What follows belongs to an exercise in optimizing a design on an open flow for small area and a short achievable clock period; a production flow would make more cautious choices. Where RTL was checked, it was by simulation tests only, not by an equivalence proof against the original.

Setup of cedar:
// viterbi_data_forward
module viterbi_data_forward(
    input         clk,
    input         rst,
    input  [7:0]  LLR0,
    input  [7:0]  LLR1,
    input         data_in_v,
    output [63:0] back_info,
    output        back_info_v
);
export LEC_CHECK = 0
export CAP_MARGIN = 20
export CORE_MARGIN = 2
export CORE_UTILIZATION = 40
export SETUP_SLACK_MARGIN = 2.6
export SLEW_MARGIN = 20
create_clock -name core_clock -period 5.5 [get_ports {clk}]
run.sh (not shown) runs the stock make flow with config.mk's settings and CLKGATE_MAP_FILE= SYNTH_SCRIPT=/design/flow/synth_recipe.tcl, a recipe that flattens the netlist after the stock synthesis.
Setup changes, cedar to maple
Settings: swapping 2.6 for 3.2 in SETUP_SLACK_MARGIN.
==> results.txt <==
- Detailed-route wire length per cell across cedar and maple: no real change.
- A path class of the lowest-slack min-delay path of input pin to register is what maple shows, while register to register belongs to cedar.
- Measured against each other, cedar and maple differ in via count of the first global-routing pass, the lower figure coming from maple.
- Taking cedar as the reference, in maple simple-gate share of the synthesized area ~0 delta; clock skew -0.020 ns; final core area utilization -0.50 points.
- Total routed wire length on the met1 layer for maple: about 0.7% up relative to cedar
- Compared with cedar, in maple register share of the cell area rose 0.19 points; post-detailed-route via-to-cell ratio fell 0.35%; worst hold slack fell 0.069 ns; final critical path time including I/O delays and setup rose 0.017 ns.


Another version of the RTL of viterbi_data_forward (not shown whole).
For scale: about 950 flip-flops, roughly 84 I/O pins, ~0.11 mm^2 of cells after synthesis.
make LEC_CHECK=0 CAP_MARGIN=20 CORE_MARGIN=2 CORE_UTILIZATION=40 SETUP_SLACK_MARGIN=2.0 SLEW_MARGIN=20 finish   # period 5.5 ns
The starting point finished with timing, DRC and antenna clean.
Change:
- CTS_BUF_LIST: not set -> sky130_fd_sc_hd__clkbuf_8
- CTS_CLUSTER_SIZE: not set -> 30
Effect:
- via count stays flat
- global-route usage is about the same
- first-iteration DRC count fell by 4.1%
- non-clock buffer count drops by 24
- maximum frequency goes up by 0.88%
- die area is unchanged
Change:
- SETUP_SLACK_MARGIN: 2.0 -> 2.2
After rerunning: The changed run completed with no timing, DRC or antenna violations; worst setup slack loses 0.028 ns; critical path depth increases by 1; worst hold slack loses 0.13 ns.
Change:
- SETUP_SLACK_MARGIN: 2.2 -> 2.0
- TNS_END_PERCENT: not set -> 20
Outcome: First-iteration DRC count goes down by 5.1%. Core utilization goes down by 3.2 points. Cell area drops by 6.6%. Worst setup slack loses 0.087 ns. Synthesized cell count is unchanged.


== lane 1 ==
The RTL this note starts from:
==> flow/design.v <==
module viterbi_add_select #(
    parameter ZA = 0,
    parameter ZB = 0
) (
    input             clk,
    input      [11:0] m0,       
    input      [11:0] m1,       
    input      [9:0]  bA,       
    input      [9:0]  bB,       
    input             go,       
    input             hold,     
    output reg        du,       
    output reg        dd,       
    output reg [11:0] mu,       
    output reg [11:0] md        
);
wire [11:0] xA = {{2{bA[9]}}, bA};
wire [11:0] xB = {{2{bB[9]}}, bB};
wire [11:0] u0 = ZA ? m0 : m0 + xA;
wire [11:0] u1 = ZB ? m1 : m1 + xB;
wire [11:0] d0 = ZB ? m0 : m0 + xB;
wire [11:0] d1 = ZA ? m1 : m1 + xA;
wire [11:0] tu = u0 - u1;
wire [11:0] td = d0 - d1;
wire        cu = ~tu[11];
wire        cd = ~td[11];
wire su0 = go & ~cu;
wire su1 = go &  cu;
wire sd0 = go & ~cd;
wire sd1 = go &  cd;
always @(posedge clk) begin
    du <= cu;
    dd <= cd;
    mu <= ({12{su0}} & u0) | ({12{su1}} & u1) | ({12{hold}} & mu);
    md <= ({12{sd0}} & d0) | ({12{sd1}} & d1) | ({12{hold}} & md);
end
endmodule
module viterbi_data_forward(
    input         clk,
    input         rst,
    input  [7:0]  LLR0,
    input  [7:0]  LLR1,
    input         data_in_v,
    output [63:0] back_info,
    output        back_info_v
);
localparam [63:0] ATAB = {
    2'd3, 2'd2, 2'd3, 2'd2, 2'd0, 2'd1, 2'd0, 2'd1,
    2'd0, 2'd1, 2'd0, 2'd1, 2'd3, 2'd2, 2'd3, 2'd2,
    2'd1, 2'd0, 2'd1, 2'd0, 2'd2, 2'd3, 2'd2, 2'd3,
    2'd2, 2'd3, 2'd2, 2'd3, 2'd1, 2'd0, 2'd1, 2'd0};
wire [9:0] p = {LLR0[7], LLR0[7], LLR0} + {LLR1[7], LLR1[7], LLR1};
reg  [7:0] ra, rb, na, nb;
reg  [9:0] rp, np;
reg        v1, v2, clr;
always @(posedge clk) begin
    ra  <= LLR0;
    rb  <= LLR1;
    rp  <= p;
    na  <= ~LLR0;
    nb  <= ~LLR1;
    np  <= ~p;
    v1  <= data_in_v & ~rst;
    v2  <= v1 & ~rst;
    clr <= rst;
end
wire go   = v1;
wire hold = ~v1 & ~clr;
wire [9:0] bm [0:7];
assign bm[0] = 10'd0;
assign bm[1] = {ra[7], ra[7], ra};
assign bm[2] = {rb[7], rb[7], rb};
assign bm[3] = rp;
assign bm[4] = 10'd0;
assign bm[5] = ~{na[7], na[7], na};
assign bm[6] = ~{nb[7], nb[7], nb};
assign bm[7] = ~np;
wire [11:0] m [0:63];
genvar i;
generate
    for (i = 0; i < 32; i = i + 1) begin : bf
        localparam integer A = ATAB[2*i +: 2];
        localparam integer B = 3 - A;
        localparam integer C = (i >= 16) ? 4 : 0;    
        viterbi_add_select #(.ZA(A == 0), .ZB(B == 0)) u (
            .clk  (clk),
            .m0   (m[2*i]),
            .m1   (m[2*i+1]),
            .bA   (bm[C+A]),
            .bB   (bm[C+B]),
            .go   (go),
            .hold (hold),
            .du   (back_info[i]),
            .dd   (back_info[i+32]),
            .mu   (m[i]),
            .md   (m[i+32])
        );
    end
endgenerate
assign back_info_v = v2;
endmodule
make LEC_CHECK=0 CAP_MARGIN=20 CORE_MARGIN=2 CORE_UTILIZATION=40 SETUP_SLACK_MARGIN=0.6 SLEW_MARGIN=20 finish   # period 5.5 ns
The flow did not stop early for lane 1: all stages ran, and the layout cleared the timing, DRC and antenna checks.
#### Input delta (lane 2 over lane 1)
- removing SETUP_SLACK_MARGIN (formerly 0.6)
## What came out
For lane 1, the topmost layer with routed signal wires was met5, unlike lane 2, where it was met4. Summary of lane 2 over lane 1: global-route usage now larger, worst setup slack after layout saw a decrease. Of lane 1 and lane 2, the higher wire length belongs to lane 2.
No run of this note included a check of the RTL's function; only the layout flow was run.


Another version of the RTL of viterbi_data_forward (not shown whole).
Size: roughly 11000 cells after synthesis, ~84 I/O pins, ~100000 µm² of cells after synthesis.
==> flow/config.mk <==
export PLATFORM = sky130hd
export DESIGN_NAME = viterbi_data_forward
export DESIGN_NICKNAME = viterbi_data_forward
export VERILOG_FILES = /design/flow/design.v
export SDC_FILE = /design/flow/constraint.sdc
export NUM_CORES = 8
export LEC_CHECK = 0
export CAP_MARGIN = 5
export CORE_MARGIN = 2
export CORE_UTILIZATION = 40
export CTS_BUF_LIST = sky130_fd_sc_hd__clkbuf_8
export CTS_CLUSTER_SIZE = 30
export SETUP_SLACK_MARGIN = 1.7
export SLEW_MARGIN = 5
==> flow/constraint.sdc <==
create_clock -name core_clock -period 5.5 [get_ports {clk}]
set_input_delay 1.1000 -clock core_clock [delete_from_list [all_inputs] [get_ports {clk}]]
set_output_delay 1.1000 -clock core_clock [all_outputs]
set_load 0.01 [all_outputs]
The baseline ran to the end with no violations.
==> next run, changes <==
CAP_MARGIN = 20   (was 5)
SETUP_SLACK_MARGIN = 1.5   (was 1.7)
SLEW_MARGIN = 20   (was 5)
Outcome: Sequential share of layout area came out higher by 0.21 points. Routed wire length drops slightly. Area after synthesis does not change. First-iteration DRC count decreases by a few percent. Final area falls slightly. Via count drops slightly. Global-route usage falls by 0.55 points.
==> next run, changes <==
SETUP_SLACK_MARGIN = 1.7   (was 1.5)
Wire length climbs by 1.6%.
Critical path depth stays the same.
Worst setup slack gets better by 200 ps.
Global-route usage climbs by 0.42 points.
==> next run, changes <==
SETUP_SLACK_MARGIN = 2.0   (was 1.7)
Result: The changed run completed without violations; sequential cell count is unchanged; non-clock buffer count is higher by 178; final cell count is higher by 1.2%; hold slack gets better by 25 ps; global-route usage is higher by 0.27 points; setup slack gets better by 100 ps; utilization is higher by 1.6 points; design area is higher by 3.4%.


viterbi_data_forward with an RTL version that a note above also has.
Size in the first run: ~950 flip-flops, about 84 I/O pins.
clock: 5.5 ns
lec_check: 0
cap_margin: 20
core_margin: 2
core_utilization: 55
place_density: 0.7
setup_slack_margin: 2.0
slew_margin: 20
The baseline went through all stages and came out clean.
Edit:
Settings changed: CORE_UTILIZATION 55 to 40, PLACE_DENSITY 0.7 to unset, SETUP_SLACK_MARGIN 2.0 to 1.6.
Clock skew is higher by 0.014 ns.
Cell area falls by about 2.6%.
Sequential share of layout area came out higher by 0.30 points.
Sequential cell count is unchanged.
Critical path depth went down by 6.
Core utilization decreases by 19 points.
Worst hold slack loses 0.0072 ns.

port drivers added, routing unchanged:
Ports are ideal in the flow. The routed layouts listed here were re-timed in OpenROAD.
Step 1 assumes that a clkbuf_16 drives the clock port and a buf_2 every other input.
Step 2, shift: input delay + t, output delay - t, t = (earliest + latest rising clock arrival at the registers) / 2. This alone moves slack from input paths to output paths.
Three values: ideal ports, drivers, drivers and shift; two values: the first two.
run | t (ns) | setup WS [ns] | hold slack, ns | worst register clock-pin slew, ns | worst slew at a driven data input, ns
cedar | 0.906 | 2.110 / 2.110 / 1.903 | 0.473 / 0.468 / 0.473 | 0.08 / 0.08 | 0.05
maple | 0.925 | 2.093 / 2.093 / 2.093 | 0.403 / 0.390 / 0.475 | 0.08 / 0.08 | 0.09
the first run of note 2 | 0.916 | 1.976 / 1.976 / 1.233 | 0.507 / 0.507 / 0.507 | 0.07 / 0.07 | 0.13
the second run of note 2 | 1.069 | 2.007 / 2.007 / 1.024 | 0.505 / 0.505 / 0.505 | 0.08 / 0.08 | 0.13
the third run of note 2 | 1.079 | 1.979 / 1.979 / 1.307 | 0.374 / 0.352 / 0.503 | 0.08 / 0.08 | 0.10
the fourth run of note 2 | 1.082 | 1.892 / 1.892 / 1.204 | 0.500 / 0.500 / 0.500 | 0.08 / 0.08 | 0.08
lane 1 | 0.873 | 0.622 / 0.622 / 0.622 | 0.502 / 0.502 / 0.502 | 0.07 / 0.07 | 0.04
lane 2 | 0.891 | 0.162 / 0.162 / 0.162 | 0.500 / 0.500 / 0.500 | 0.07 / 0.07 | 0.04
the first run of note 4 | 1.113 | 1.730 / 1.730 / 0.740 | 0.489 / 0.489 / 0.489 | 0.07 / 0.07 | 0.13
the second run of note 4 | 1.079 | 1.508 / 1.508 / 0.760 | 0.489 / 0.489 / 0.489 | 0.08 / 0.08 | 0.14
the third run of note 4 | 1.110 | 1.703 / 1.703 / 0.781 | 0.484 / 0.484 / 0.484 | 0.08 / 0.08 | 0.13
the fourth run of note 4 | 1.122 | 1.805 / 1.805 / 1.026 | 0.509 / 0.509 / 0.509 | 0.08 / 0.08 | 0.14
the first run of note 5 | 0.928 | 1.907 / 1.906 / 1.138 | 0.498 / 0.469 / 0.498 | 0.07 / 0.07 | 0.03
the second run of note 5 | 0.937 | 1.556 / 1.556 / 1.075 | 0.491 / 0.491 / 0.491 | 0.07 / 0.07 | 0.08
After both steps every run listed still meets setup and hold. For the first run of note 4, which loses most, drivers alone change the setup slack by 0.000 ns; drivers and shift together by -0.990 ns.
